Background: an optimization exercise with open tools, aiming at small area, a short achievable clock period and few clock cycles per item. Do not read the settings as production practice.
Function was not checked in any run shown here: the RTL went through the layout flow alone.
In runs 5 to 7 the design's own scripts or RTL, not TritonCTS, make the clock network.
The flow treats the clock pin as an ideal source. Dropping or thinning the clock tree relies on that and would not hold on a real chip.
Power is estimated from default activity; no workload was simulated.

### design/flow/flow/abc_area.script
strash
dch
map -D 1600
topo
upsize -D 1600
dnsize -D 1600
### design/flow/flow/run.sh
#!/bin/bash
# Standard ORFS layout with these changes:
#  - synthesis maps the logic with the ABC script in flow/abc_area.script
#    (same synthesis script otherwise, so registers keep their names and types);
#  - port buffers are sky130_fd_sc_hd__buf_1 instead of the default delay buffer;
#  - extra make settings: 
set -euo pipefail
rm -rf myscripts
cp -r "$FLOW_HOME/scripts" myscripts
cp flow/abc_area.script myscripts/abc_area.script
bash standard.sh synth ABC_AREA=1 SCRIPTS_DIR="$PWD/myscripts" > synth.log 2>&1
bash standard.sh finish "CTS_ARGS=-sink_clustering_enable -sink_clustering_size 20 -sink_clustering_max_diameter 200 -dont_use_dummy_load -repair_clock_nets"  "BUFFER_PORTS_ARGS=-buffer_cell sky130_fd_sc_hd__buf_1" > layout.log 2>&1
### design/flow/design.v
module Log2(
  input clk,
  input reset,
  input h,
  output reg flag,
  input [7:0] in,
  output reg [7:0] out
);
  reg busy;
  wire [7:0] lut;
  always @(posedge clk or posedge reset) begin
    if (reset) begin
      busy <= 1'b0;
      flag <= 1'b0;
    end else begin
      busy <= h;
      flag <= busy | (flag & ~h);
    end
  end
  always @(posedge clk) begin
    if (busy)
      out <= lut;
    else if (h | ~flag)
      out <= in;
  end
  log2_lut u_lut (.x(out), .y(lut));
endmodule
module log2_lut(input [7:0] x, output [7:0] y);
  wire [7:0] oh;
  assign oh[7] = x[7];
  assign oh[6] = ~x[7] & x[6];
  assign oh[5] = ~|x[7:6] & x[5];
  assign oh[4] = ~|x[7:5] & x[4];
  assign oh[3] = ~|x[7:4] & x[3];
  assign oh[2] = ~|x[7:3] & x[2];
  assign oh[1] = ~|x[7:2] & x[1];
  assign oh[0] = ~|x[7:1];
  wire [2:0] p = {|oh[7:4], |{oh[7:6],oh[3:2]}, |{oh[7],oh[5],oh[3],oh[1]}};
  wire [13:0] xe = {x[6:0], 7'b0};
  wire [6:0] n = ({7{oh[7]}} & x[6:0]) | ({7{oh[6]}} & {x[5:0],1'b0}) | ({7{oh[5]}} & {x[4:0],2'b0})
               | ({7{oh[4]}} & {x[3:0],3'b0}) | ({7{oh[3]}} & {x[2:0],4'b0}) | ({7{oh[2]}} & {x[1:0],5'b0})
               | ({7{oh[1]}} & {x[0],6'b0});
  reg [4:0] g;
  always @* case (n)
    7'd0: g = 5'd0;
    7'd1: g = 5'd0;
    7'd2: g = 5'd0;
    7'd3: g = 5'd1;
    7'd4: g = 5'd1;
    7'd5: g = 5'd1;
    7'd6: g = 5'd2;
    7'd7: g = 5'd2;
    7'd8: g = 5'd2;
    7'd9: g = 5'd3;
    7'd10: g = 5'd3;
    7'd11: g = 5'd3;
    7'd12: g = 5'd4;
    7'd13: g = 5'd4;
    7'd14: g = 5'd4;
    7'd15: g = 5'd5;
    7'd16: g = 5'd5;
    7'd17: g = 5'd5;
    7'd18: g = 5'd6;
    7'd19: g = 5'd6;
    7'd20: g = 5'd6;
    7'd21: g = 5'd7;
    7'd22: g = 5'd7;
    7'd23: g = 5'd7;
    7'd24: g = 5'd7;
    7'd25: g = 5'd8;
    7'd26: g = 5'd8;
    7'd27: g = 5'd8;
    7'd28: g = 5'd9;
    7'd29: g = 5'd9;
    7'd30: g = 5'd9;
    7'd31: g = 5'd10;
    7'd32: g = 5'd10;
    7'd33: g = 5'd10;
    7'd34: g = 5'd10;
    7'd35: g = 5'd11;
    7'd36: g = 5'd11;
    7'd37: g = 5'd11;
    7'd38: g = 5'd12;
    7'd39: g = 5'd12;
    7'd40: g = 5'd12;
    7'd41: g = 5'd12;
    7'd42: g = 5'd13;
    7'd43: g = 5'd13;
    7'd44: g = 5'd13;
    7'd45: g = 5'd13;
    7'd46: g = 5'd14;
    7'd47: g = 5'd14;
    7'd48: g = 5'd14;
    7'd49: g = 5'd14;
    7'd50: g = 5'd15;
    7'd51: g = 5'd15;
    7'd52: g = 5'd15;
    7'd53: g = 5'd15;
    7'd54: g = 5'd16;
    7'd55: g = 5'd16;
    7'd56: g = 5'd16;
    7'd57: g = 5'd17;
    7'd58: g = 5'd17;
    7'd59: g = 5'd17;
    7'd60: g = 5'd17;
    7'd61: g = 5'd17;
    7'd62: g = 5'd18;
    7'd63: g = 5'd18;
    7'd64: g = 5'd18;
    7'd65: g = 5'd18;
    7'd66: g = 5'd19;
    7'd67: g = 5'd19;
    7'd68: g = 5'd19;
    7'd69: g = 5'd19;
    7'd70: g = 5'd20;
    7'd71: g = 5'd20;
    7'd72: g = 5'd20;
    7'd73: g = 5'd20;
    7'd74: g = 5'd21;
    7'd75: g = 5'd21;
    7'd76: g = 5'd21;
    7'd77: g = 5'd21;
    7'd78: g = 5'd21;
    7'd79: g = 5'd22;
    7'd80: g = 5'd22;
    7'd81: g = 5'd22;
    7'd82: g = 5'd22;
    7'd83: g = 5'd23;
    7'd84: g = 5'd23;
    7'd85: g = 5'd23;
    7'd86: g = 5'd23;
    7'd87: g = 5'd23;
    7'd88: g = 5'd24;
    7'd89: g = 5'd24;
    7'd90: g = 5'd24;
    7'd91: g = 5'd24;
    7'd92: g = 5'd25;
    7'd93: g = 5'd25;
    7'd94: g = 5'd25;
    7'd95: g = 5'd25;
    7'd96: g = 5'd25;
    7'd97: g = 5'd26;
    7'd98: g = 5'd26;
    7'd99: g = 5'd26;
    7'd100: g = 5'd26;
    7'd101: g = 5'd26;
    7'd102: g = 5'd27;
    7'd103: g = 5'd27;
    7'd104: g = 5'd27;
    7'd105: g = 5'd27;
    7'd106: g = 5'd27;
    7'd107: g = 5'd28;
    7'd108: g = 5'd28;
    7'd109: g = 5'd28;
    7'd110: g = 5'd28;
    7'd111: g = 5'd28;
    7'd112: g = 5'd29;
    7'd113: g = 5'd29;
    7'd114: g = 5'd29;
    7'd115: g = 5'd29;
    7'd116: g = 5'd29;
    7'd117: g = 5'd29;
    7'd118: g = 5'd30;
    7'd119: g = 5'd30;
    7'd120: g = 5'd30;
    7'd121: g = 5'd30;
    7'd122: g = 5'd30;
    7'd123: g = 5'd31;
    7'd124: g = 5'd31;
    7'd125: g = 5'd31;
    7'd126: g = 5'd31;
    7'd127: g = 5'd31;
    default: g = 0;
  endcase
  assign y = {p, g};
endmodule
### design/flow/config.mk
export PLATFORM = sky130hd
export DESIGN_NAME = Log2
export DESIGN_NICKNAME = Log2
export VERILOG_FILES = /design/flow/design.v
export SDC_FILE = /design/flow/constraint.sdc
export NUM_CORES = 4
export LEC_CHECK = 0
export CAP_MARGIN = 20
export CORE_AREA = 2.5 2.5 61.5 61.5
export DIE_AREA = 0 0 64 64
export SLEW_MARGIN = 20
### design/flow/constraint.sdc
create_clock -name core_clock -period 10.0 [get_ports {clk}]
set_input_delay 2.0000 -clock core_clock [delete_from_list [all_inputs] [get_ports {clk}]]
set_output_delay 2.0000 -clock core_clock [all_outputs]
set_load 0.01 [all_outputs]
### design/flow/standard.sh
#!/bin/bash
# synth_recipe.tcl (not shown) runs the flow's synth.tcl, then flattens the netlist and writes it again
# the make line also repeats each setting of config.mk as NAME=value (left out here)
make -C /OpenROAD-flow-scripts/flow DESIGN_CONFIG=/design/flow/config.mk WORK_HOME=/design/flow/orfs CLKGATE_MAP_FILE= SYNTH_SCRIPT=/design/flow/synth_recipe.tcl "${@:-finish}"
==> results of run 1 <==
-- through the flow --
| step | total power [W] | instances | setup slack [ns] | instance area, sq um | util [%] |
|---|---|---|---|---|---|
| global placement | 0.0001546 | 221 | 7.233 | 1131 | 33.90 |
| CTS | 0.0001802 | 224 | 7.063 | 1154 | 34.57 |
| finish | 0.0001785 | 224 | 7.069 | 1154 | 34.57 |
| floorplan | 0.0001315 | 156 | 7.453 | 1002 | - |
| global route | 0.0001974 | 224 | 7.018 | 1154 | 34.57 |
| detailed placement | 0.0001541 | 221 | 7.222 | 1131 | 33.90 |
-- registers in the layout, summed over array words and instances, names as in the netlist --
signal  count
flag        1
busy        1
out         8
-- worst paths after layout --
check                                  from          endpoint  slack, ns  cells past startpoint
min reg2reg                  flag$_DFF_PP0_    flag$_DFF_PP0_       0.53                      2
min                          flag$_DFF_PP0_    flag$_DFF_PP0_       0.53                      2
max                        out[7]$_DFFE_PP_            out[7]       7.07                      1
min in group asynchronous             reset    busy$_DFF_PP0_       1.54                      2
max in group asynchronous             reset    flag$_DFF_PP0_       8.36                      2
max reg2reg                out[7]$_DFFE_PP_  out[2]$_DFFE_PP_       7.57                     12
-- layer usage --
layer	vias to the layer above	global-route usage, %	routed length, um
li1	587	-	-
met1	483	18.33	1193
met2	23	20.83	1131
met3	2	1.056	87
met4	0	4.891	19
met5	-	0	0
-- placed cells by master, fill, tap and decap left out --
| cell type | n |
|---|---|
| nand2_1 | 28 |
| nor2_1 | 26 |
| buf_1 | 19 |
| clkinv_1 | 18 |
| a21oi_1 | 18 |
| o21ai_0 | 14 |
| inv_2 | 10 |
| edfxtp_1 | 8 |
| a31oi_1 | 4 |
| o21ai_1 | 4 |
| nor3_1 | 3 |
| clkbuf_4 | 3 |
| nand3_1 | 2 |
| o22ai_1 | 2 |
| a21oi_2 | 2 |
| a22oi_1 | 2 |
| ha_1 | 2 |
| dfrtp_1 | 2 |
| a41oi_1 | 1 |
| nor4_1 | 1 |
| nor2_4 | 1 |
| a21oi_4 | 1 |
| nand3_2 | 1 |
| o21ai_2 | 1 |
| o2111ai_1 | 1 |
| a221oi_1 | 1 |
| a32oi_1 | 1 |
| o211ai_1 | 1 |
| o311ai_0 | 1 |
-- worst register-to-register path, cell delays in order (launching register included) --
cell and delay [ns]:
edfxtp_1 0.50, inv_2 0.17, nand3_1 0.12, nor2_1 0.16, inv_2 0.06, nor2_1 0.27
nand2_1 0.09, o2111ai_1 0.10, nor2_1 0.15, inv_2 0.13, a21oi_2 0.06, a221oi_1 0.25
o21ai_1 0.10
-- cell families after synthesis --
family	synth area share, %
fa+ha+maj	2.496
simple gates	25.47
flops	28.96
compound gates	32.59
buf+inv	10.49
-- power by group --
group | internal (W) | total [W] | leakage, nW | switching [W]
clock network | 0.0000138 | 0.0000254 | 0.0138 | 0.0000117
logic | 0.0000311 | 0.0000930 | 0.310 | 0.0000619
registers | 0.0000521 | 0.0000601 | 0.103 | 0.00000801
-- cell type report --
| class | instances | area [sq um] | area share [%] |
|---|---|---|---|
| Sequential cell | 10 | 290.3 | 25.16 |
| Tap cell | 46 | 57.56 | 4.989 |
| Timing Repair Buffer | 19 | 71.32 | 6.182 |
| Multi-Input combinational cell | 118 | 606.8 | 52.60 |
| Inverter | 28 | 105.1 | 9.111 |
| Clock buffer | 3 | 22.52 | 1.952 |
==> summary.txt, run 1 <==
Cell Pwr Density -> 154.7 nW/um^2
TNS Setup -> 0 ns
Relative slew slack -> 71.39%
Fin. Hold Viols -> 0
Total gr overflow -> 0
Worst-Margin Slew -> 0.4276 ns
Cell with the most instances after synthesis -> nand2_1
Kind of cell adding the most delay to the critical path -> flip-flops
Clk buf depth -> 2
DRC Markers -> 0
Leakage -> 0.4267 nW
All-layer global routing usage -> 13.08%
Maximum number of pins on one net before global-route repair -> 13
Clk slew on worst S/H paths -> 0.07 ns
Cells after synthesis -> 156
Ant diodes -> 0
Library cells used by synthesis -> 27
Top post-synthesis cells by count -> nand2_1 (28), nor2_1 (26), a21oi_1 (18), clkinv_1 (18), o21ai_0 (14)
Area of the core -> 3337 sq um
WP buf/inv -> 1
CP max stage delay -> 0.50 ns
Synth area leader -> edfxtp_1
Setup Buffers After CTS -> 0
FILL cells -> 373
Crit Path Max Fanout -> 7
Area grow syn2layout -> 15.11%
Final Skew -> 0.01430 ns
Final HPWL DP -> 2018 um
First-pass DRT Iterations -> 4
Cell breakdown of the critical path -> buf_1
Synth Flop Type -> edfxtp_1
TritonCTS clock tree -> yes
Critical path endpoint category -> output port
Hold buffers post-CTS -> 0
Post-CTS sizing -> 0
Min Clock Period, post-route -> 2.931 ns
I/O Buffers -> 19
Setup CP Type -> flip-flop to output port
First-pass GRT wire length -> 4340 um
Row count -> 21
VDD IR max -> 0.02713 mV
Register area share after synthesis -> 28.96%
DR vias -> 1095
Fin nets -> 193
CP Launch Type -> flip-flop
Num CTS Buffers -> 3
Worst hold path class -> flip-flop to flip-flop
RSZ-0062 raised after global routing -> false
Worst hold-check slack -> 0.5342 ns
CP max stage cell -> edfxtp_1
Initial antenna violation count -> 0
Die Height -> 64 um
Max-cap viol count -> 0
DR WL/cell -> 10.85 um
Ys async rst share -> 20.00%
Vias in the first global route -> 980
WP data required -> 8.00 ns
GP Congestion -> 0.8145
Max Slew Vio Count -> 0
Fmax -> 341.2 MHz
Post-synth top area share -> 23.97%
Layout cell share with drive strength beyond 1 -> 10.67%
Vias per std cell -> 4.888
EDFF count, synth -> 8
Clock H-tree levels -> 1
Number of synthesized register bits -> 10
Yosys warning count -> 2
Syn Std Cell Area -> 1002 sq um
Clk root buf -> clkbuf_4
Area of the die -> 4096 sq um
Die Span X -> 64 um
Largest cells by area after synthesis -> edfxtp_1 (24%), nand2_1 (10%), nor2_1 (9.7%)
Worst skew pair latency -> 0.26 ns
Violation count after the first detailed-route iteration -> 87
Routed WL -> 2431 um
Mean Syn Cell Area -> 6.424 sq um
Syn nets -> 169
Crit path DAT -> 0.93 ns
Starting Density -> 30.03%
CTS sink cnt -> 10
ANT nets after route -> 0
Status -> complete, no violations
I/O pin count -> 20
# setup viols final -> 0
Tcrit/Tclk final -> 29.31%
==> inputs of run 2 (changes only) <==
==> design/flow/flow/abc_area.script (replaced) <==
strash
dch
map -D 1800
topo
upsize -D 1800
dnsize -D 1800
==> summary.txt, run 2 <==
Syn Std Cell Area -> 983.4 sq um
Area of the die -> 4096 sq um
Final core occ -> 34.01%
Final Skew -> 0.01263 ns
ANT nets after route -> 0
Simple-gate share of the synthesized area -> 25.19%
Relative slew slack -> 67.58%
Cell with the most instances after synthesis -> nor2_1
Num CTS Buffers -> 3
Starting Density -> 29.47%
Register area share after synthesis -> 29.52%
Row count -> 21
Reg2reg end -> out[1]$_DFFE_PP_
Mux contribution to synthesized area -> 0%
Largest register FFs -> 8
Tcrit/Tclk final -> 29.65%
EDFF count, synth -> 8
Min Clock Period, post-route -> 2.965 ns
Clk buf depth -> 2
Fin. Hold Viols -> 0
DRC Markers -> 0
CTS sink cnt -> 10
Yosys warning count -> 2
Cells on worst reg2reg path -> 14
First-pass DRT Iterations -> 5
VDD IR max -> 0.07385 mV
Mean Syn Cell Area -> 6.304 sq um
Maximum number of pins on one net before global-route repair -> 13
Total gr overflow -> 0
Crit Path Max Fanout -> 9
Max Slew Vio Count -> 0
Most frequent cells in the layout -> nor2_1 (35), clkinv_1 (28), nand2_1 (24)
Violation count after the first detailed-route iteration -> 73
Die Height -> 64 um
Top reg by flops -> out
Post-synthesis compound-gate area fraction -> 31.30%
Ant diodes -> 0
Setup Buffers After CTS -> 0
Worst hold path class -> flip-flop to flip-flop
Max-cap viol count -> 0
Kind of cell adding the most delay to the critical path -> flip-flops
Post-Synth XOR/XNOR Area -> 0%
CP max stage delay -> 0.52 ns
RSZ-0062 raised after global routing -> false
Ys async rst share -> 20.00%
Crit path DAT -> 0.97 ns
WP buf/inv -> 1
WP data required -> 8.00 ns
Vias per std cell -> 4.942
TNS Setup -> 0 ns
Cells after synthesis -> 156
Layout cell share with drive strength beyond 1 -> 3.933%
Top post-synthesis cells by count -> nor2_1 (35), clkinv_1 (28), nand2_1 (24)
Area grow syn2layout -> 15.39%
Worst-Margin Slew -> 0.4849 ns
Area of the core -> 3337 sq um
CP max stage cell -> edfxtp_1
Syn nets -> 169
Synth area leader -> edfxtp_1
DP Area -> 1112 sq um
Routed WL -> 2440 um
R2R setup slack -> 7.27 ns
GP Congestion -> 0.8230
Setup CP Type -> flip-flop to output port
Power Total -> 0.0001750 W
FF-to-FF Start -> out[7]$_DFFE_PP_
All-layer global routing usage -> 12.21%
Leakage -> 0.3963 nW
Clk root buf -> clkbuf_4
Multi-input gate area -> 580.6 sq um
Clock H-tree levels -> 1
Status -> complete, no violations
# setup viols final -> 0
TritonCTS clock tree -> yes
I/O Buffers -> 19
Final Cell Area -> 1135 sq um
I/O pin count -> 20
First-pass GRT wire length -> 4077 um
Post-CTS sizing -> 0
Cell breakdown of the critical path -> buf_1
Vias in the first global route -> 958
Biggest regs -> out x8, busy x1, flag x1
DR vias -> 1107
FILL cells -> 390
Initial antenna violation count -> 0
Post-Synth Adder-Cell Area -> 2.545%
Final HPWL DP -> 1987 um
Hold endpoint -> flag$_DFF_PP0_
Cell Pwr Density -> 154.2 nW/um^2
Fmax -> 337.3 MHz
Worst hold-check slack -> 0.5322 ns
Commonest non-fill, non-tap cell in the layout -> nor2_1
Clk slew on worst S/H paths -> 0.06 ns
Library cells used by synthesis -> 22
Largest cells by area after synthesis -> edfxtp_1 (24%), nor2_1 (13%), clkinv_1 (11%)
Synth Flop Type -> edfxtp_1
Worst skew pair latency -> 0.26 ns
Hold buffers post-CTS -> 0
CP Launch Type -> flip-flop
DR WL/cell -> 10.89 um
Critical path endpoint category -> output port
Worst hold stages -> 2
Worst hold start -> flag$_DFF_PP0_
Fin nets -> 193
Die Span X -> 64 um
Number of synthesized register bits -> 10
Post-synth top area share -> 24.43%
Largest family of logic cells by synthesized area -> compound AO/OA/AOI/OAI gates
Storage cell area -> 290.3 sq um
==> run 2: cell count changes in the layout (fill, tap and decap cells not counted), sizes merged, moves of 2 or more <==
cell,delta
clkinv,+10
inv,-8
nor2,+8
a21oi,-7
nand2,-4
o211ai,+3
o21ai,-3
a211oi,+2
==> run 2: how the worst max path moves through the flow <==
stage	startpoint	end	slack, ns	depth (start not counted)
floorplan	h	out[0]$_DFFE_PP_	7.45	2
global placement	out[7]$_DFFE_PP_	out[1]$_DFFE_PP_	7.24	14
detailed placement	h	out[1]$_DFFE_PP_	7.25	3
CTS	out[7]$_DFFE_PP_	out[7]	7.03	1
global route	out[7]$_DFFE_PP_	out[1]$_DFFE_PP_	6.88	14
finish	out[7]$_DFFE_PP_	out[7]	7.03	1
==> run 2: worst min-delay path, stage by stage, from the launching register on <==
cell and delay [ns]:
dfrtp_1 0.37, clkinv_1 0.06, o21ai_0 0.06
==> run 2: layer usage <==
layer | routed length (um) | up-vias | global-route usage [%] | part of all wire (%)
met3 | 92 | 2 | 1.232 | 3.8
li1 | - | 586 | - | -
met2 | 1103 | 32 | 19.40 | 45
met4 | 17 | 0 | 4.076 | 0.70
met1 | 1226 | 487 | 17.21 | 50
met5 | 0 | - | 0 | 0
==> run 2: through the flow <==
step,std cells,worst slack (ns)
2_1_floorplan,156,7.453
3_3_place_gp,221,7.237
3_5_place_dp,221,7.249
4_1_cts,224,7.034
5_1_grt,224,6.877
6_report,224,7.035
==> run 2: cells by family (layout without fill, tap and decap cells) <==
group	Yosys count	after routing
adders and majority gates	2	2
DFF	10	10
buffers and inverters	30	52
AOI/OAI and AO/OA	50	50
and+or+nand+nor	64	64
==> run 2: power breakdown <==
group / switching (W) / total (W) / internal [W] / leakage (nW)
registers: 0.00000793 / 0.0000601 / 0.0000522 / 0.103
logic: 0.0000597 / 0.0000896 / 0.0000300 / 0.279
clock network: 0.0000116 / 0.0000253 / 0.0000138 / 0.0138
total: 0.0000791 / 0.000175 / 0.0000959 / 0.396
==> run 2: layout make-up <==
type / instances / area share, %
repair buffers: 19 / 6.284
well taps: 46 / 5.072
flip-flops and latches: 10 / 25.58
multi-input cells: 116 / 51.16
clock buffers: 3 / 1.985
inverters: 30 / 9.923
==> inputs of run 3 (changes only) <==
==> design/flow/flow/abc_area.script (replaced) <==
strash
dch
map -D 2000
topo
==> summary.txt, run 3 <==
Internal power -> 0.00009497 W
Multi-input gate area -> 575.6 sq um
FF-to-FF Start -> out[7]$_DFFE_PP_
TNS Setup -> 0 ns
Worst skew pair latency -> 0.26 ns
Critical path endpoint category -> flip-flop
Layout cell share with drive strength beyond 1 -> 1.657%
Syn nets -> 172
Total gr overflow -> 0
Area of the die -> 4096 sq um
Most frequent cells in the layout -> nor2_1 (36), clkinv_1 (30), nand2_1 (27)
All-layer global routing usage -> 12.64%
Starting Density -> 29.32%
Syn Std Cell Area -> 978.4 sq um
Cells after synthesis -> 159
Vias in the first global route -> 968
Net switching power -> 0.00008096 W
Hold buffers post-CTS -> 0
Cell with the most instances after synthesis -> nor2_1
Ant diodes -> 0
Worst hold path class -> flip-flop to flip-flop
Sequential Power Share -> 34.0%
Status -> complete, no violations
Largest cells by area after synthesis -> edfxtp_1 (25%), nor2_1 (14%), clkinv_1 (12%)
Relative slew slack -> 58.98%
Reg2reg end -> out[1]$_DFFE_PP_
Violation count after the first detailed-route iteration -> 42
Final Skew -> 0.005559 ns
Crit path DAT -> 3.04 ns
Post-synth top area share -> 24.55%
Cells on worst reg2reg path -> 14
DR vias -> 1125
Synth Flop Type -> edfxtp_1
First-pass DRT Iterations -> 4
Library cells used by synthesis -> 19
CP Launch Type -> flip-flop
Clock H-tree levels -> 1
ANT nets after route -> 0
Mean Syn Cell Area -> 6.154 sq um
VDD IR max -> 0.06164 mV
DRC Markers -> 0
EDFF count, synth -> 8
Setup Buffers After CTS -> 0
Power Total -> 0.0001759 W
Post-CTS sizing -> 0
Final core occ -> 33.86%
Clk slew on worst S/H paths -> 0.07 ns
I/O Buffers -> 19
FILL cells -> 377
Vias per std cell -> 4.956
Clock Power Share -> 15.2%
Fin nets -> 196
Number of synthesized register bits -> 10
Fmax -> 328.7 MHz
Crit Path Max Fanout -> 9
WP data required -> 10.00 ns
# setup viols final -> 0
Ys async rst share -> 20.00%
Routed WL -> 2506 um
Initial antenna violation count -> 0
Tcrit/Tclk final -> 30.42%
Max-cap viol count -> 0
GP Congestion -> 0.8629
Fin. Hold Viols -> 0
DR WL/cell -> 11.04 um
Leakage -> 0.3909 nW
Num CTS Buffers -> 3
Clk root buf -> clkbuf_4
Row count -> 21
First-pass GRT wire length -> 4222 um
Min Clock Period, post-route -> 3.042 ns
Die Span X -> 64 um
Area of the core -> 3337 sq um
Setup CP Type -> flip-flop to flip-flop
Cell Pwr Density -> 155.7 nW/um^2
Die Height -> 64 um
Switching share of power -> 46.02%
Area grow syn2layout -> 15.47%
Synth area leader -> edfxtp_1
R2R setup slack -> 6.96 ns
Worst hold start -> flag$_DFF_PP0_
Top post-synthesis cells by count -> nor2_1 (36), clkinv_1 (30), nand2_1 (27)
Register area share after synthesis -> 29.67%
Worst-Margin Slew -> 0.6126 ns
Crit path from -> out[7]$_DFFE_PP_
RSZ-0062 raised after global routing -> false
Clk buf depth -> 2
CTS sink cnt -> 10
Logic pwr share -> 50.8%
Biggest regs -> out x8, busy x1, flag x1
Yosys warning count -> 2
Critical Path Sink -> out[1]$_DFFE_PP_
I/O pin count -> 20
Maximum number of pins on one net before global-route repair -> 11
Commonest non-fill, non-tap cell in the layout -> nor2_1
Final HPWL DP -> 2007 um
Max Slew Vio Count -> 0
TritonCTS clock tree -> yes
Storage cell area -> 290.3 sq um
Top reg by flops -> out
Largest register FFs -> 8
run 3: cell type report:
class / instances / share of cell area, %
Tap cell: 46 / 5.094
Clock buffer: 3 / 1.993
Inverter: 30 / 9.967
Sequential cell: 10 / 25.69
Timing Repair Buffer: 19 / 6.312
Multi-Input combinational cell: 119 / 50.94
run 3: cell families after synthesis:
logic type	share of synthesized area, %
simple gates	26.85
fa+ha+maj	2.557
flops	29.67
buf+inv	11.51
compound gates	29.41
run 3: power by group through the flow:
stage	Clock (W)	Combinational (W)	Sequential, W
2_1_floorplan	0	0.0000644	0.0000614
3_3_place_gp	0	0.0000903	0.0000607
3_5_place_dp	0	0.0000879	0.0000605
4_1_cts	0.0000280	0.0000885	0.0000596
5_1_grt	0.0000299	0.000102	0.0000607
6_report	0.0000268	0.0000893	0.0000598
run 3: how the worst min path moves through the flow:
stage / endpoint / slack [ns] / cells past startpoint
global placement: flag$_DFF_PP0_ / 0.54 / 2
global route: flag$_DFF_PP0_ / 0.61 / 2
detailed placement: flag$_DFF_PP0_ / 0.55 / 2
CTS: flag$_DFF_PP0_ / 0.56 / 2
floorplan: flag$_DFF_PP0_ / 0.56 / 2
finish: flag$_DFF_PP0_ / 0.55 / 2
run 3: metrics by stage:
stage | area [sq um] | worst slack, ns | std cells | hold slack [ns]
6_report | 1130 | 6.958 | 227 | 0.5491
5_1_grt | 1130 | 6.507 | 227 | 0.6066
4_1_cts | 1130 | 6.994 | 227 | 0.5586
3_5_place_dp | 1107 | 7.004 | 224 | 0.5469
3_3_place_gp | 1107 | 7.090 | 224 | 0.5354
2_1_floorplan | 978.4 | 7.367 | 159 | 0.5609
run 3: metal layers:
layer	wire length [um]	up-vias	share of wire (%)	track usage, %
met1	1196	498	48	16.83
met2	1147	37	46	21.35
met5	0	-	0	0
met4	13	0	0.52	1.902
met3	148	2	5.9	2.641
li1	-	588	-	-
run 3: critical path, cell delays in order, from the launching register on:
cell,delay [ns]
edfxtp_1,0.50
nor2_1,0.16
nand2_1,0.09
nor2_1,0.14
clkinv_1,0.11
nor2_1,0.22
clkinv_1,0.09
o211ai_1,0.43
clkinv_1,0.34
o21ai_0,0.25
a21oi_1,0.08
o21ai_0,0.16
nand2_1,0.06
nand2_1,0.05
a31oi_1,0.08
==> inputs of run 4 (changes only) <==
==> design/flow/flow/abc_area.script (replaced) <==
strash
dch
map -D 2200
topo
upsize -D 2200
dnsize -D 2200
==> summary.txt, run 4 <==
Status -> complete, no violations
Die Span X -> 64 um
CTS sink cnt -> 10
Total gr overflow -> 0
Largest family of logic cells by synthesized area -> compound AO/OA/AOI/OAI gates
Area grow syn2layout -> 15.47%
Post-synthesis compound-gate area fraction -> 29.41%
WP buf/inv -> 3
CP Launch Type -> flip-flop
Area of the die -> 4096 sq um
Worst hold start -> flag$_DFF_PP0_
Routed WL -> 2506 um
Fin nets -> 196
Crit Path Max Fanout -> 9
Fin. Hold Viols -> 0
Worst hold path class -> flip-flop to flip-flop
Clk buf depth -> 2
Number of cells on the critical path -> 14
Critical path endpoint category -> flip-flop
I/O pin count -> 20
Leakage -> 0.3909 nW
Worst-Margin Slew -> 0.6126 ns
Layout cell share with drive strength beyond 1 -> 1.657%
Ys async rst share -> 20.00%
Mean Syn Cell Area -> 6.154 sq um
All-layer global routing usage -> 12.64%
Mux contribution to synthesized area -> 0%
GRT busiest layer -> met2
Top post-synthesis cells by count -> nor2_1 (36), clkinv_1 (30), nand2_1 (27)
Clk slew on worst S/H paths -> 0.07 ns
Vias in the first global route -> 968
Violation count after the first detailed-route iteration -> 42
Min Clock Period, post-route -> 3.042 ns
Simple-gate share of the synthesized area -> 26.85%
Starting Density -> 29.32%
Hold endpoint -> flag$_DFF_PP0_
VDD IR max -> 0.06164 mV
Kind of cell adding the most delay to the critical path -> compound AO/OA/AOI/OAI gates
Clock H-tree levels -> 1
Reg2reg end -> out[1]$_DFFE_PP_
Cells after synthesis -> 159
Biggest regs -> out x8, busy x1, flag x1
Most frequent cells in the layout -> nor2_1 (36), clkinv_1 (30), nand2_1 (27)
CP max stage cell -> edfxtp_1
Largest cells by area after synthesis -> edfxtp_1 (25%), nor2_1 (14%), clkinv_1 (12%)
EDFF count, synth -> 8
Register area share after synthesis -> 29.67%
Setup Buffers After CTS -> 0
# setup viols final -> 0
Cell breakdown of the critical path -> nor2_1, nand2_1, nor2_1, clkinv_1, nor2_1, clkinv_1, o211ai_1, clkinv_1, o21ai_0, a21oi_1, o21ai_0, nand2_1, nand2_1, a31oi_1
TNS Setup -> 0 ns
Tcrit/Tclk final -> 30.42%
Clk root buf -> clkbuf_4
TritonCTS clock tree -> yes
Post-CTS sizing -> 0
Yosys warning count -> 2
FF-to-FF Start -> out[7]$_DFFE_PP_
Final HPWL DP -> 2007 um
Cell with the most instances after synthesis -> nor2_1
Crit path DAT -> 3.04 ns
Post-Synth Adder-Cell Area -> 2.558%
RSZ-0062 raised after global routing -> false
Num CTS Buffers -> 3
Final Skew -> 0.005559 ns
DR vias -> 1125
Setup CP Type -> flip-flop to flip-flop
CP max stage delay -> 0.50 ns
Fmax -> 328.7 MHz
Cells on worst reg2reg path -> 14
Die Height -> 64 um
Max-cap viol count -> 0
DP Worst Slack -> 7.004 ns
Worst hold-check slack -> 0.5491 ns
Met2 usage -> 21.35%
Ant diodes -> 0
Post-Synth XOR/XNOR Area -> 0%
Worst skew pair latency -> 0.26 ns
Commonest non-fill, non-tap cell in the layout -> nor2_1
Library cells used by synthesis -> 19
Post-synth top area share -> 24.55%
I/O Buffers -> 19
Synth area leader -> edfxtp_1
GR Util met3 -> 2.641%
ANT nets after route -> 0
First-pass DRT Iterations -> 4
Number of synthesized register bits -> 10
DR WL/cell -> 11.04 um
Largest register FFs -> 8
WP data required -> 10.00 ns
Area of the core -> 3337 sq um
Initial antenna violation count -> 0
Max Slew Vio Count -> 0
DRC Markers -> 0
Hold buffers post-CTS -> 0
Syn Std Cell Area -> 978.4 sq um
Vias per std cell -> 4.956
GP Congestion -> 0.8629
Cell Pwr Density -> 155.7 nW/um^2
Final worst slack -> 6.958 ns
Synth Flop Type -> edfxtp_1
Top reg by flops -> out
Relative slew slack -> 58.98%
Maximum number of pins on one net before global-route repair -> 11
Routing usage on met1 -> 16.83%
R2R setup slack -> 6.96 ns
Row count -> 21
Worst hold stages -> 2
First-pass GRT wire length -> 4222 um
Syn nets -> 172
## run 4: cell counts in the layout (fill, tap and decap cells not counted)
No cell type changed its count.
## run 4: worst max-delay path by stage
stage | startpoint | endpoint | slack, ns
3_5_place_dp | out[7]$_DFFE_PP_ | out[1]$_DFFE_PP_ | 7.00
6_report | out[7]$_DFFE_PP_ | out[1]$_DFFE_PP_ | 6.96
2_1_floorplan | out[7]$_DFFE_PP_ | out[1]$_DFFE_PP_ | 7.37
3_3_place_gp | out[7]$_DFFE_PP_ | out[1]$_DFFE_PP_ | 7.09
5_1_grt | out[7]$_DFFE_PP_ | out[1]$_DFFE_PP_ | 6.51
4_1_cts | out[7]$_DFFE_PP_ | out[1]$_DFFE_PP_ | 6.99
## run 4: metal layers
metal / share of wire, % / vias up
met2: 46 / 37
met1: 48 / 498
met4: 0.52 / 0
met5: 0 / -
met3: 5.9 / 2
li1: - / 588
## run 4: cell families after synthesis
| kind of cell | Yosys count |
|---|---|
| simple gates | 68 |
| compound gates | 49 |
| buf+inv | 30 |
| flops | 10 |
| fa+ha+maj | 2 |
## run 4: worst min-delay path, stage by stage (launching register included)
cell	delay, ns
dfrtp_1	0.38
clkinv_1	0.06
o21ai_0	0.07
## run 4: area by class of cell
class	count	area, sq um
fillers	377	2207
inverters	30	112.6
clock buffers	3	22.52
flip-flops and latches	10	290.3
multi-input cells	119	575.6
repair buffers	19	71.32
well taps	46	57.56
## run 4: through the flow
step / cell area, sq um / utilization [%] / total power (W) / instances
after global placement: 1107 / 33.18 / 0.0001510 / 224
after CTS: 1130 / 33.86 / 0.0001761 / 227
final: 1130 / 33.86 / 0.0001759 / 227
after global routing: 1130 / 33.86 / 0.0001929 / 227
after floorplan: 978.4 / - / 0.0001258 / 159
after detailed placement: 1107 / 33.18 / 0.0001485 / 224
## run 4: report_power, final
part / internal (W) / total [W] / leakage [nW] / switching (W)
Combinational: 0.0000290 / 0.0000893 / 0.274 / 0.0000603
Sequential: 0.0000521 / 0.0000598 / 0.103 / 0.00000771
Clock: 0.0000138 / 0.0000268 / 0.0138 / 0.0000130
Total: 0.0000950 / 0.000176 / 0.391 / 0.0000810
==> inputs of run 5 (changes only) <==
==> design/flow/flow/run.sh (replaced) <==
#!/bin/bash
# Standard ORFS layout with these changes:
#  - synthesis maps the logic with the ABC script in flow/abc_area.script
#    (same synthesis script otherwise, so registers keep their names and types);
#  - port buffers are sky130_fd_sc_hd__buf_1 instead of the default delay buffer;
#  - the clock tree is a single clkbuf_8 between the clock port and the ten
#    registers (all registers get the same clock arrival), instead of an H-tree.
set -euo pipefail
rm -rf myscripts
cp -r "$FLOW_HOME/scripts" myscripts
cp flow/abc_area.script myscripts/abc_area.script
python3 - <<'PY'
p = 'myscripts/cts.tcl'
s = open(p).read()
old = 'log_cmd clock_tree_synthesis {*}$cts_args'
assert old in s
new = '''# place the one clock buffer at the centre of the registers it drives
set clk_net [[ord::get_db_block] findNet clk]
set sx 0
set sy 0
set sn 0
foreach iterm [$clk_net getITerms] {
  lassign [[$iterm getInst] getLocation] ix iy
  set sx [expr {$sx + $ix}]
  set sy [expr {$sy + $iy}]
  incr sn
}
set cx [ord::dbu_to_microns [expr {$sx / $sn}]]
set cy [ord::dbu_to_microns [expr {$sy / $sn}]]
puts "clock buffer at $cx $cy for $sn registers"
log_cmd insert_buffer -buffer_cell sky130_fd_sc_hd__clkbuf_8 -net [get_nets clk] -location [list $cx $cy] -buffer_name clkbuf_root -net_name clk_root
set_propagated_clock [all_clocks]'''
open(p, 'w').write(s.replace(old, new))
PY
bash standard.sh synth ABC_AREA=1 SCRIPTS_DIR="$PWD/myscripts" > synth.log 2>&1
bash standard.sh finish SCRIPTS_DIR="$PWD/myscripts" "BUFFER_PORTS_ARGS=-buffer_cell sky130_fd_sc_hd__buf_1" > layout.log 2>&1
==> design/flow/flow/abc_area.script (replaced) <==
strash
dch
map -D 1800
topo
upsize -D 1800
dnsize -D 1800
==> summary.txt, run 5 <==
FF-to-FF Start -> out[7]$_DFFE_PP_
Routing usage on met1 -> 17.21%
Worst skew pair latency -> 0.12 ns
Register area share after synthesis -> 29.52%
CP max stage cell -> edfxtp_1
Min Clock Period, post-route -> 2.830 ns
Initial antenna violation count -> 0
Ys async rst share -> 20.00%
Logic pwr share -> 53.7%
Clock Power Share -> 10.4%
Worst-Margin Slew -> 0.4847 ns
Fin nets -> 191
Number of cells on the critical path -> 1
First-pass GRT wire length -> 4050 um
Vias in the first global route -> 936
Fin. Hold Viols -> 0
Relative slew slack -> 67.60%
Die Height -> 64 um
Die Span X -> 64 um
Fmax -> 353.4 MHz
Violation count after the first detailed-route iteration -> 88
Sequential Power Share -> 35.9%
DRC Markers -> 0
Number of synthesized register bits -> 10
GP Congestion -> 0.8230
DP Worst Slack -> 7.249 ns
Top post-synthesis cells by count -> nor2_1 (35), clkinv_1 (28), nand2_1 (24)
WP data required -> 8.00 ns
TNS Setup -> 0 ns
Synth area leader -> edfxtp_1
Top reg by flops -> out
Yosys warning count -> 2
# setup viols final -> 0
Setup CP Type -> flip-flop to output port
GR Util met3 -> 0.5282%
CP Launch Type -> flip-flop
All-layer global routing usage -> 11.66%
Vias per std cell -> 4.955
Crit Path Max Fanout -> 9
Layout cell share with drive strength beyond 1 -> 2.841%
Max Slew Vio Count -> 0
Mean Syn Cell Area -> 6.304 sq um
Crit path DAT -> 0.83 ns
Internal power -> 0.00009118 W
Switching share of power -> 45.49%
Post-synth top area share -> 24.43%
EDFF count, synth -> 8
Largest cells by area after synthesis -> edfxtp_1 (24%), nor2_1 (13%), clkinv_1 (11%)
Worst hold path class -> flip-flop to flip-flop
Hold buffers post-CTS -> 0
Total gr overflow -> 0
Syn Std Cell Area -> 983.4 sq um
Reg2reg end -> out[1]$_DFFE_PP_
Cells after synthesis -> 156
Area of the die -> 4096 sq um
Cell Pwr Density -> 148.5 nW/um^2
Routed WL -> 2428 um
DR vias -> 1100
WP buf/inv -> 1
ANT nets after route -> 0
Ant diodes -> 0
R2R setup slack -> 7.26 ns
Maximum number of pins on one net before global-route repair -> 13
Setup Buffers After CTS -> 0
I/O Buffers -> 19
Most frequent cells in the layout -> nor2_1 (35), clkinv_1 (28), nand2_1 (24)
Critical Path Sink -> out[7]
Final HPWL DP -> 1987 um
Row count -> 21
Clk slew on worst S/H paths -> 0.06 ns
Cell breakdown of the critical path -> buf_1
Cell with the most instances after synthesis -> nor2_1
Starting Density -> 29.47%
Critical path endpoint category -> output port
Area grow syn2layout -> 14.50%
Final worst slack -> 7.170 ns
Final core occ -> 33.75%
Final Skew -> 0.0005107 ns
Leakage -> 0.3897 nW
First-pass DRT Iterations -> 4
Post-CTS sizing -> 0
Commonest non-fill, non-tap cell in the layout -> nor2_1
Largest register FFs -> 8
Met2 usage -> 19.40%
Kind of cell adding the most delay to the critical path -> flip-flops
Tcrit/Tclk final -> 28.30%
GRT busiest layer -> met2
Synth Flop Type -> edfxtp_1
Status -> complete, no violations
Max-cap viol count -> 0
Library cells used by synthesis -> 22
Net switching power -> 0.00007609 W
Biggest regs -> out x8, busy x1, flag x1
VDD IR max -> 0.08740 mV
Area of the core -> 3337 sq um
I/O pin count -> 20
CP max stage delay -> 0.51 ns
Syn nets -> 169
DR WL/cell -> 10.94 um
RSZ-0062 raised after global routing -> false
Cells on worst reg2reg path -> 14
Crit path from -> out[7]$_DFFE_PP_
run 5: routing by layer:
metal / share of wire [%] / vias to the layer above
li1: - / 581
met1: 50 / 485
met2: 45 / 32
met3: 3.8 / 2
met4: 0.95 / 0
met5: 0 / -
run 5: cell families after synthesis:
family / synth area share (%)
buffers and inverters: 11.45
AND/OR/NAND/NOR: 25.19
AO/OA/AOI/OAI: 31.30
adder cells (fa/ha/maj): 2.544
flip-flops: 29.52
run 5: layout make-up, without the clock buffers:
type,count,area [sq um]
fill,388,2211
multi-input combinational,116,580.6
sequential,10,290.3
inverter,30,112.6
timing repair buffer,19,71.32
tap,46,57.56
run 5: through the flow:
stage	area, sq um	power, W	std cells	hold WS, ns
after floorplan	983.4	0.0001272	156	0.5609
after global placement	1112	0.0001515	221	0.5358
after detailed placement	1112	0.0001496	221	0.5287
after CTS	1126	0.0001674	222	0.5374
after global routing	1126	0.0001839	222	0.5826
final	1126	0.0001673	222	0.5345
run 5: worst min-delay path by stage:
stage / start / to / slack (ns) / depth (start not counted)
2_1_floorplan: flag$_DFF_PP0_ / flag$_DFF_PP0_ / 0.56 / 2
3_3_place_gp: flag$_DFF_PP0_ / flag$_DFF_PP0_ / 0.54 / 2
3_5_place_dp: flag$_DFF_PP0_ / flag$_DFF_PP0_ / 0.53 / 2
4_1_cts: flag$_DFF_PP0_ / flag$_DFF_PP0_ / 0.54 / 2
5_1_grt: flag$_DFF_PP0_ / flag$_DFF_PP0_ / 0.58 / 2
6_report: flag$_DFF_PP0_ / flag$_DFF_PP0_ / 0.53 / 2
run 5: power by group through the flow:
stage                     sequential, W  combinational (W)  clock [W]
after floorplan               0.0000614          0.0000658          0
after global placement        0.0000613          0.0000902          0
after detailed placement      0.0000609          0.0000887          0
after CTS                     0.0000600          0.0000894  0.0000180
after global routing          0.0000612           0.000103  0.0000201
final                         0.0000601          0.0000899  0.0000173
==> inputs of run 6 (changes only) <==
==> design/flow/design.v (replaced) <==
module Log2(
  input clk,
  input reset,
  input h,
  output reg flag,
  input [7:0] in,
  output reg [7:0] out
);
  reg busy;
  wire [7:0] lut;
  always @(posedge clk or posedge reset) begin
    if (reset) begin
      busy <= 1'b0;
      flag <= 1'b0;
    end else begin
      busy <= h;
      flag <= busy | (flag & ~h);
    end
  end
  always @(posedge clk) begin
    if (busy)
      out <= lut;
    else if (h | ~flag)
      out <= in;
  end
  log2_lut u_lut (.x(out), .y(lut));
endmodule
module log2_lut(input [7:0] x, output [7:0] y);
  wire [7:0] oh;
  assign oh[7] = x[7];
  assign oh[6] = ~x[7] & x[6];
  assign oh[5] = ~|x[7:6] & x[5];
  assign oh[4] = ~|x[7:5] & x[4];
  assign oh[3] = ~|x[7:4] & x[3];
  assign oh[2] = ~|x[7:3] & x[2];
  assign oh[1] = ~|x[7:2] & x[1];
  assign oh[0] = ~|x[7:1];
  wire [2:0] p = {|oh[7:4], |{oh[7:6],oh[3:2]}, |{oh[7],oh[5],oh[3],oh[1]}};
  wire [13:0] xe = {x[6:0], 7'b0};
  wire [6:0] n = ({7{oh[7]}} & x[6:0]) | ({7{oh[6]}} & {x[5:0],1'b0}) | ({7{oh[5]}} & {x[4:0],2'b0})
               | ({7{oh[4]}} & {x[3:0],3'b0}) | ({7{oh[3]}} & {x[2:0],4'b0}) | ({7{oh[2]}} & {x[1:0],5'b0})
               | ({7{oh[1]}} & {x[0],6'b0});
  wire [4:0] g;
  g7 u_g (.n(n), .g(g));
  assign y = {p, g};
endmodule
module g7(input [6:0] n, output [4:0] g);
  wire new_n13, new_n14, new_n15, new_n16, new_n17, new_n18, new_n19,
    new_n20, new_n21, new_n22, new_n23, new_n24, new_n25, new_n26, new_n27,
    new_n28, new_n29, new_n30, new_n31, new_n32, new_n33, new_n34, new_n35,
    new_n36, new_n37, new_n38, new_n39, new_n40, new_n41, new_n42, new_n43,
    new_n44, new_n45, new_n46, new_n47, new_n48, new_n49, new_n50, new_n51,
    new_n52, new_n53, new_n54, new_n55, new_n56, new_n58, new_n60, new_n62,
    new_n63, new_n64, new_n65, new_n66, new_n67, new_n68, new_n70, new_n71,
    new_n72, new_n73, new_n74, new_n75, new_n76, new_n77, new_n78;
  assign new_n13 = n[6] & n[5];
  assign new_n14 = ~n[4] & new_n13;
  assign new_n15 = ~n[5] & n[4];
  assign new_n16 = ~new_n14 & ~new_n15;
  assign new_n17 = n[4] & n[3];
  assign new_n18 = n[6] & new_n17;
  assign new_n19 = n[1] & ~new_n18;
  assign new_n20 = ~new_n15 & new_n19;
  assign new_n21 = n[6] & ~n[5];
  assign new_n22 = ~n[4] & ~n[3];
  assign new_n23 = ~n[0] & new_n22;
  assign new_n24 = ~new_n21 & new_n23;
  assign new_n25 = new_n20 & ~new_n24;
  assign new_n26 = ~n[6] & ~n[5];
  assign new_n27 = ~n[4] & new_n26;
  assign new_n28 = ~new_n13 & ~new_n26;
  assign new_n29 = ~n[1] & ~new_n28;
  assign new_n30 = ~new_n27 & new_n29;
  assign new_n31 = ~n[5] & n[3];
  assign new_n32 = ~n[6] & ~new_n17;
  assign new_n33 = ~new_n31 & new_n32;
  assign new_n34 = n[0] & ~new_n33;
  assign new_n35 = ~new_n30 & ~new_n34;
  assign new_n36 = ~new_n25 & new_n35;
  assign new_n37 = n[3] & ~n[1];
  assign new_n38 = new_n14 & ~new_n37;
  assign new_n39 = ~n[5] & new_n17;
  assign new_n40 = ~new_n38 & ~new_n39;
  assign new_n41 = n[0] & ~new_n40;
  assign new_n42 = ~n[2] & ~new_n41;
  assign new_n43 = ~new_n36 & new_n42;
  assign new_n44 = ~new_n16 & ~new_n43;
  assign new_n45 = n[3] & new_n27;
  assign new_n46 = ~n[3] & ~new_n16;
  assign new_n47 = ~new_n45 & ~new_n46;
  assign new_n48 = n[2] & ~new_n47;
  assign new_n49 = ~new_n28 & ~new_n48;
  assign new_n50 = ~new_n44 & new_n49;
  assign new_n51 = n[2] & ~new_n14;
  assign new_n52 = new_n20 & new_n51;
  assign new_n53 = ~n[3] & ~new_n52;
  assign new_n54 = ~new_n50 & ~new_n53;
  assign new_n55 = n[4] & new_n54;
  assign new_n56 = n[5] & new_n55;
  assign g[4] = n[6] | new_n56;
  assign new_n58 = ~n[5] & ~new_n55;
  assign g[3] = ~new_n56 & ~new_n58;
  assign new_n60 = ~n[4] & ~new_n54;
  assign g[2] = ~new_n55 & ~new_n60;
  assign new_n62 = new_n50 & new_n53;
  assign new_n63 = ~new_n54 & ~new_n62;
  assign new_n64 = ~n[0] & new_n31;
  assign new_n65 = new_n19 & ~new_n64;
  assign new_n66 = ~new_n45 & new_n51;
  assign new_n67 = n[3] & new_n66;
  assign new_n68 = new_n65 & new_n67;
  assign g[1] = new_n63 | new_n68;
  assign new_n70 = ~new_n18 & ~new_n21;
  assign new_n71 = ~n[1] & ~new_n70;
  assign new_n72 = new_n43 & ~new_n71;
  assign new_n73 = ~n[6] & ~n[0];
  assign new_n74 = new_n48 & new_n73;
  assign new_n75 = ~new_n65 & new_n66;
  assign new_n76 = ~new_n74 & new_n75;
  assign new_n77 = new_n48 & new_n65;
  assign new_n78 = ~new_n76 & ~new_n77;
  assign g[0] = new_n72 | ~new_n78;
endmodule
==> design/flow/flow/abc_area.script (replaced) <==
strash
dch
map -D 1400
topo
upsize -D 1800
dnsize -D 1800
==> summary.txt, run 6 <==
Largest family of logic cells by synthesized area -> simple AND/OR/NAND/NOR gates
Cells on worst reg2reg path -> 17
Post-Synth XOR/XNOR Area -> 0%
Post-Synth Adder-Cell Area -> 8.596%
Status -> complete, no violations
Crit Path Max Fanout -> 8
All-layer global routing usage -> 11.23%
Row count -> 21
Final Skew -> 0.0005602 ns
Worst-Margin Slew -> 0.6463 ns
Starting Density -> 26.17%
Yosys warning count -> 1
Hold endpoint -> flag$_DFF_PP0_
Hold buffers post-CTS -> 0
GP Congestion -> 0.9056
Ys async rst share -> 20.00%
Vias in the first global route -> 869
Post-CTS sizing -> 0
WP data required -> 9.89 ns
Worst hold stages -> 2
DR vias -> 958
Reg2reg end -> out[3]$_DFFE_PP_
Commonest non-fill, non-tap cell in the layout -> nand2_1
Clk slew on worst S/H paths -> 0.07 ns
Cells after synthesis -> 127
EDFF count, synth -> 8
R2R setup slack -> 6.46 ns
VDD IR max -> 0.08506 mV
Post-synth top area share -> 27.51%
# setup viols final -> 0
Worst hold path class -> flip-flop to flip-flop
Synth Flop Type -> edfxtp_1
DRC Markers -> 0
Worst hold-check slack -> 0.5387 ns
Simple-gate share of the synthesized area -> 25.93%
Total gr overflow -> 0
Post-synthesis compound-gate area fraction -> 23.21%
Min Clock Period, post-route -> 3.536 ns
Syn Std Cell Area -> 873.3 sq um
Initial antenna violation count -> 0
Leakage -> 0.3649 nW
Max Slew Vio Count -> 0
Cell Pwr Density -> 163.6 nW/um^2
Die Span X -> 64 um
Top reg by flops -> out
Setup Buffers After CTS -> 0
Setup CP Type -> flip-flop to flip-flop
Worst skew pair latency -> 0.13 ns
RSZ-0062 raised after global routing -> false
FILL cells -> 376
Mean Syn Cell Area -> 6.877 sq um
Worst hold start -> flag$_DFF_PP0_
Syn nets -> 144
Violation count after the first detailed-route iteration -> 32
Largest cells by area after synthesis -> edfxtp_1 (28%), nand2_1 (11%), clkinv_1 (9.0%)
DR WL/cell -> 11.70 um
Area of the die -> 4096 sq um
First-pass GRT wire length -> 3870 um
Fmax -> 282.8 MHz
TNS Setup -> 0 ns
Number of synthesized register bits -> 10
Mux contribution to synthesized area -> 0%
Area of the core -> 3337 sq um
Crit path from -> out[7]$_DFFE_PP_
Biggest regs -> out x8, busy x1, flag x1
Critical path endpoint category -> flip-flop
Layout cell share with drive strength beyond 1 -> 0.6803%
Cell with the most instances after synthesis -> nand2_1
Largest register FFs -> 8
Top post-synthesis cells by count -> nand2_1 (26), clkinv_1 (21), nor2_1 (20)
Most frequent cells in the layout -> nand2_1 (26), clkinv_1 (21), nor2_1 (20)
Tcrit/Tclk final -> 35.36%
Routed WL -> 2259 um
Ant diodes -> 0
Relative slew slack -> 56.91%
Crit path DAT -> 3.43 ns
Synth area leader -> edfxtp_1
Die Height -> 64 um
Library cells used by synthesis -> 20
Max-cap viol count -> 0
Area grow syn2layout -> 16.33%
Maximum number of pins on one net before global-route repair -> 13
Fin nets -> 166
I/O pin count -> 20
Final HPWL DP -> 1835 um
CP Launch Type -> flip-flop
Vias per std cell -> 4.964
I/O Buffers -> 19
Fin. Hold Viols -> 0
FF-to-FF Start -> out[7]$_DFFE_PP_
ANT nets after route -> 0
First-pass DRT Iterations -> 4
Register area share after synthesis -> 33.24%
run 6: worst max-delay path by stage:
stage	endpoint	slack, ns	cells after the start
2_1_floorplan	out[3]$_DFFE_PP_	6.84	17
3_3_place_gp	out[3]$_DFFE_PP_	6.47	17
3_5_place_dp	out[3]$_DFFE_PP_	6.47	17
4_1_cts	out[3]$_DFFE_PP_	6.46	17
5_1_grt	out[3]$_DFFE_PP_	6.08	16
6_report	out[3]$_DFFE_PP_	6.46	17
run 6: metal layers:
layer | vias to the layer above | track usage, % | routed length [um]
li1 | 488 | - | -
met3 | 6 | 1.056 | 119
met2 | 26 | 18.88 | 1078
met5 | - | 0 | 0
met1 | 438 | 15.74 | 1025
met4 | 0 | 1.902 | 35
run 6: cell families after synthesis:
group | count (synthesis)
and+or+nand+nor | 56
AOI/OAI and AO/OA | 34
adders and majority gates | 6
buffers and inverters | 21
DFF | 10
run 6: critical path, stage by stage (launching register included):
cell      delay, ns
edfxtp_1       0.44
clkinv_1       0.23
a21oi_1        0.17
o21ai_0        0.09
nor3_1         0.45
clkinv_1       0.24
ha_1           0.26
nand2_1        0.10
o22ai_1        0.08
a21oi_1        0.20
a21oi_1        0.09
nor2_1         0.10
nand2_1        0.06
ha_1           0.21
ha_1           0.18
ha_1           0.27
nand2_1        0.07
nand2_1        0.05
run 6: area by class of cell, without the clock buffers:
type                    instances  area, sq um  share of cell area [%]
well taps                      46        57.56                   5.665
multi-input cells              96        504.2                   49.63
flip-flops and latches         10        290.3                   28.57
inverters                      21        78.83                   7.759
repair buffers                 19        71.32                   7.020
run 6: power breakdown:
group          internal, W  switching [W]  leakage (nW)
Combinational    0.0000282      0.0000540         0.254
Sequential       0.0000541     0.00000995         0.104
Clock           0.00000913      0.0000108       0.00719
Total            0.0000915      0.0000747         0.365
run 6: stage by stage:
step / worst slack (ns) / power [W] / instances / util [%] / cell area (sq um)
after detailed placement: 6.465 / 0.0001469 / 192 / 30.03 / 1002
after global routing: 6.081 / 0.0001826 / 193 / 30.45 / 1016
after floorplan: 6.837 / 0.0001224 / 127 / - / 873.3
after global placement: 6.470 / 0.0001476 / 192 / 30.03 / 1002
final: 6.464 / 0.0001662 / 193 / 30.45 / 1016
after CTS: 6.458 / 0.0001664 / 193 / 30.45 / 1016
==> inputs of run 7 (changes only) <==
==> design/flow/flow/abc_area.script (replaced) <==
strash
dch
map -D 1600
topo
upsize -D 1900
dnsize -D 1900
==> summary.txt, run 7 <==
Starting Density -> 26.55%
Post-CTS sizing -> 0
Area of the die -> 4096 sq um
Tcrit/Tclk final -> 33.00%
Largest cells by area after synthesis -> edfxtp_1 (27%), nand2_1 (13%), clkinv_1 (10%)
Worst-Margin Slew -> 0.4540 ns
Cell with the most instances after synthesis -> nand2_1
Commonest non-fill, non-tap cell in the layout -> nand2_1
Crit path DAT -> 3.19 ns
Largest register FFs -> 8
Synth area leader -> edfxtp_1
Max-cap viol count -> 0
Area grow syn2layout -> 16.10%
All-layer global routing usage -> 10.10%
Critical path endpoint category -> flip-flop
GP Congestion -> 0.8525
Final Non-Filler Cells -> 196
Clk slew on worst S/H paths -> 0.07 ns
TNS Setup -> 0 ns
Routed WL -> 2022 um
DR vias -> 909
Crit Path Max Fanout -> 7
Leakage -> 0.3805 nW
Reg2reg end -> out[3]$_DFFE_PP_
Fin nets -> 169
Multi-input gate area -> 501.7 sq um
Number of synthesized register bits -> 10
# setup viols final -> 0
Ys async rst share -> 20.00%
Final Skew -> 0.0002467 ns
Final HPWL DP -> 1685 um
Die Height -> 64 um
Min Clock Period, post-route -> 3.300 ns
Biggest regs -> out x8, busy x1, flag x1
I/O pin count -> 20
Maximum number of pins on one net before global-route repair -> 14
RSZ-0062 raised after global routing -> false
Row count -> 21
DRC Markers -> 0
Worst hold start -> flag$_DFF_PP0_
Initial antenna violation count -> 0
Cells on worst reg2reg path -> 18
Post-synth top area share -> 27.12%
Status -> complete, no violations
Die Span X -> 64 um
Setup CP Type -> flip-flop to flip-flop
Worst skew pair latency -> 0.13 ns
Hold buffers post-CTS -> 0
Register area share after synthesis -> 32.77%
Library cells used by synthesis -> 20
Syn nets -> 147
VDD IR max -> 0.1033 mV
I/O Buffers -> 19
Worst hold path class -> flip-flop to flip-flop
Vias per std cell -> 4.638
FILL cells -> 381
ANT nets after route -> 0
Synth Flop Type -> edfxtp_1
CP Launch Type -> flip-flop
Layout cell share with drive strength beyond 1 -> 2.667%
Mean Syn Cell Area -> 6.814 sq um
Fin. Hold Viols -> 0
Top reg by flops -> out
Vias in the first global route -> 840
Cell Pwr Density -> 162.6 nW/um^2
Violation count after the first detailed-route iteration -> 18
R2R setup slack -> 6.70 ns
Total gr overflow -> 0
DR WL/cell -> 10.32 um
Area of the core -> 3337 sq um
Worst hold stages -> 2
Placed cells -> 195
Most frequent cells in the layout -> nand2_1 (31), clkinv_1 (24), buf_1 (19)
First-pass GRT wire length -> 3574 um
Hold endpoint -> flag$_DFF_PP0_
Fmax -> 303.1 MHz
EDFF count, synth -> 8
WP data required -> 9.89 ns
First-pass DRT Iterations -> 4
Storage cell area -> 290.3 sq um
Worst hold-check slack -> 0.5373 ns
Max Slew Vio Count -> 0
Cells after synthesis -> 130
FF-to-FF Start -> out[7]$_DFFE_PP_
Yosys warning count -> 1
Ant diodes -> 0
Top post-synthesis cells by count -> nand2_1 (31), clkinv_1 (24), nor2_1 (18)
Relative slew slack -> 69.73%
Setup Buffers After CTS -> 0
Syn Std Cell Area -> 885.9 sq um
==> run 7: cell count changes in the layout (fill, tap and decap cells not counted), moves of 2 or more <==
cell | before | now
clkinv_1 | 21 | 24
o21ai_0 | 12 | 9
nand2_1 | 26 | 31
nor2_1 | 20 | 18
nand4_1 | 2 | 0
==> run 7: final cells by class, without the clock buffers <==
cell class	instances	share of cell area, %
multi-input cells	95	48.78
flip-flops and latches	10	28.22
inverters	25	9.124
repair buffers	19	6.934
well taps	46	5.596
==> run 7: cells by family (layout without fill, tap and decap cells) <==
logic type / count (synthesis) / after routing / synth area share [%]
AOI/OAI and AO/OA: 31 / 31 / 22.03
adders and majority gates: 6 / 6 / 8.474
buffers and inverters: 25 / 45 / 10.59
DFF: 10 / 10 / 32.77
and+or+nand+nor: 58 / 58 / 26.13
==> run 7: metal layers <==
metal / track usage, % / share of wire (%) / routed length, um
met1: 15.36 / 50 / 1020
met5: 0 / 0 / 0
met2: 16.67 / 46 / 929
met4: 0.5435 / 0 / 0
met3: 0.1761 / 3.6 / 72
==> run 7: per-stage QoR <==
| step | worst slack (ns) | utilization (%) | power, W | instance area, sq um |
|---|---|---|---|---|
| after floorplan | 6.988 | - | 0.0001249 | 885.9 |
| after global placement | 6.643 | 30.41 | 0.0001496 | 1015 |
| after detailed placement | 6.743 | 30.41 | 0.0001480 | 1015 |
| after CTS | 6.716 | 30.82 | 0.0001669 | 1028 |
| after global routing | 6.323 | 30.82 | 0.0001837 | 1028 |
| final | 6.700 | 30.82 | 0.0001672 | 1028 |
==> run 7: worst max-delay path: stages, from the launching register on <==
cell and delay (ns):
edfxtp_1 0.47, nor2_1 0.21, nand3_1 0.18, nor2_1 0.21, nand2_1 0.07, nand3_1 0.19, clkinv_1 0.13, ha_1 0.31
nor2_1 0.11, nand2_1 0.06, o221ai_1 0.06, nand2_1 0.10, a21oi_1 0.13, nand2_1 0.06, ha_1 0.20, ha_1 0.18
ha_1 0.27, nand2_1 0.07, nand2_1 0.05
==> run 7: report_power, final <==
group           total, W  internal [W]  leakage [nW]  switching [W]
Combinational  0.0000840     0.0000304         0.269      0.0000536
Clock          0.0000196    0.00000912       0.00719      0.0000105
Sequential     0.0000636     0.0000541         0.104     0.00000950
==> run 7: how the worst max path moves through the flow <==
stage / endpoint / startpoint / cells past startpoint
finish: out[3]$_DFFE_PP_ / out[7]$_DFFE_PP_ / 18
global route: out[3]$_DFFE_PP_ / out[7]$_DFFE_PP_ / 18
CTS: out[3]$_DFFE_PP_ / out[7]$_DFFE_PP_ / 18
detailed placement: out[3]$_DFFE_PP_ / out[7]$_DFFE_PP_ / 18
global placement: out[4]$_DFFE_PP_ / out[7]$_DFFE_PP_ / 18
floorplan: out[3]$_DFFE_PP_ / out[7]$_DFFE_PP_ / 18

[what the ideal ports hide]
In the flow no input, the clock included, has a driving cell. The finished layouts below were timed again as built, in two steps. Step 1 assumes that a clkbuf_16 drives the clock port and a buf_2 every other input. Step 2 also shifts input and output timing later by t, the mid clock arrival at the registers, as if the neighbouring blocks saw the same clock. Three values: ideal ports, drivers, drivers and shift; two values: the first two.
| run | t, ns | slack for setup (ns) | worst slew at a driven data input, ns |
|---|---|---|---|
| run 1 | 0.270 | 7.069 / 7.049 / 7.217 | 0.03 |
| run 2 | 0.270 | 7.035 / 7.017 / 7.233 | 0.03 |
| run 3 | 0.275 | 6.958 / 6.958 / 6.958 | 0.03 |
| run 4 | 0.275 | 6.958 / 6.958 / 6.958 | 0.03 |
| run 5 | 0.145 | 7.170 / 7.149 / 7.244 | 0.03 |
| run 6 | 0.155 | 6.464 / 6.464 / 6.464 | 0.03 |
| run 7 | 0.152 | 6.700 / 6.700 / 6.700 | 0.03 |
After both steps every run listed still meets setup and hold.
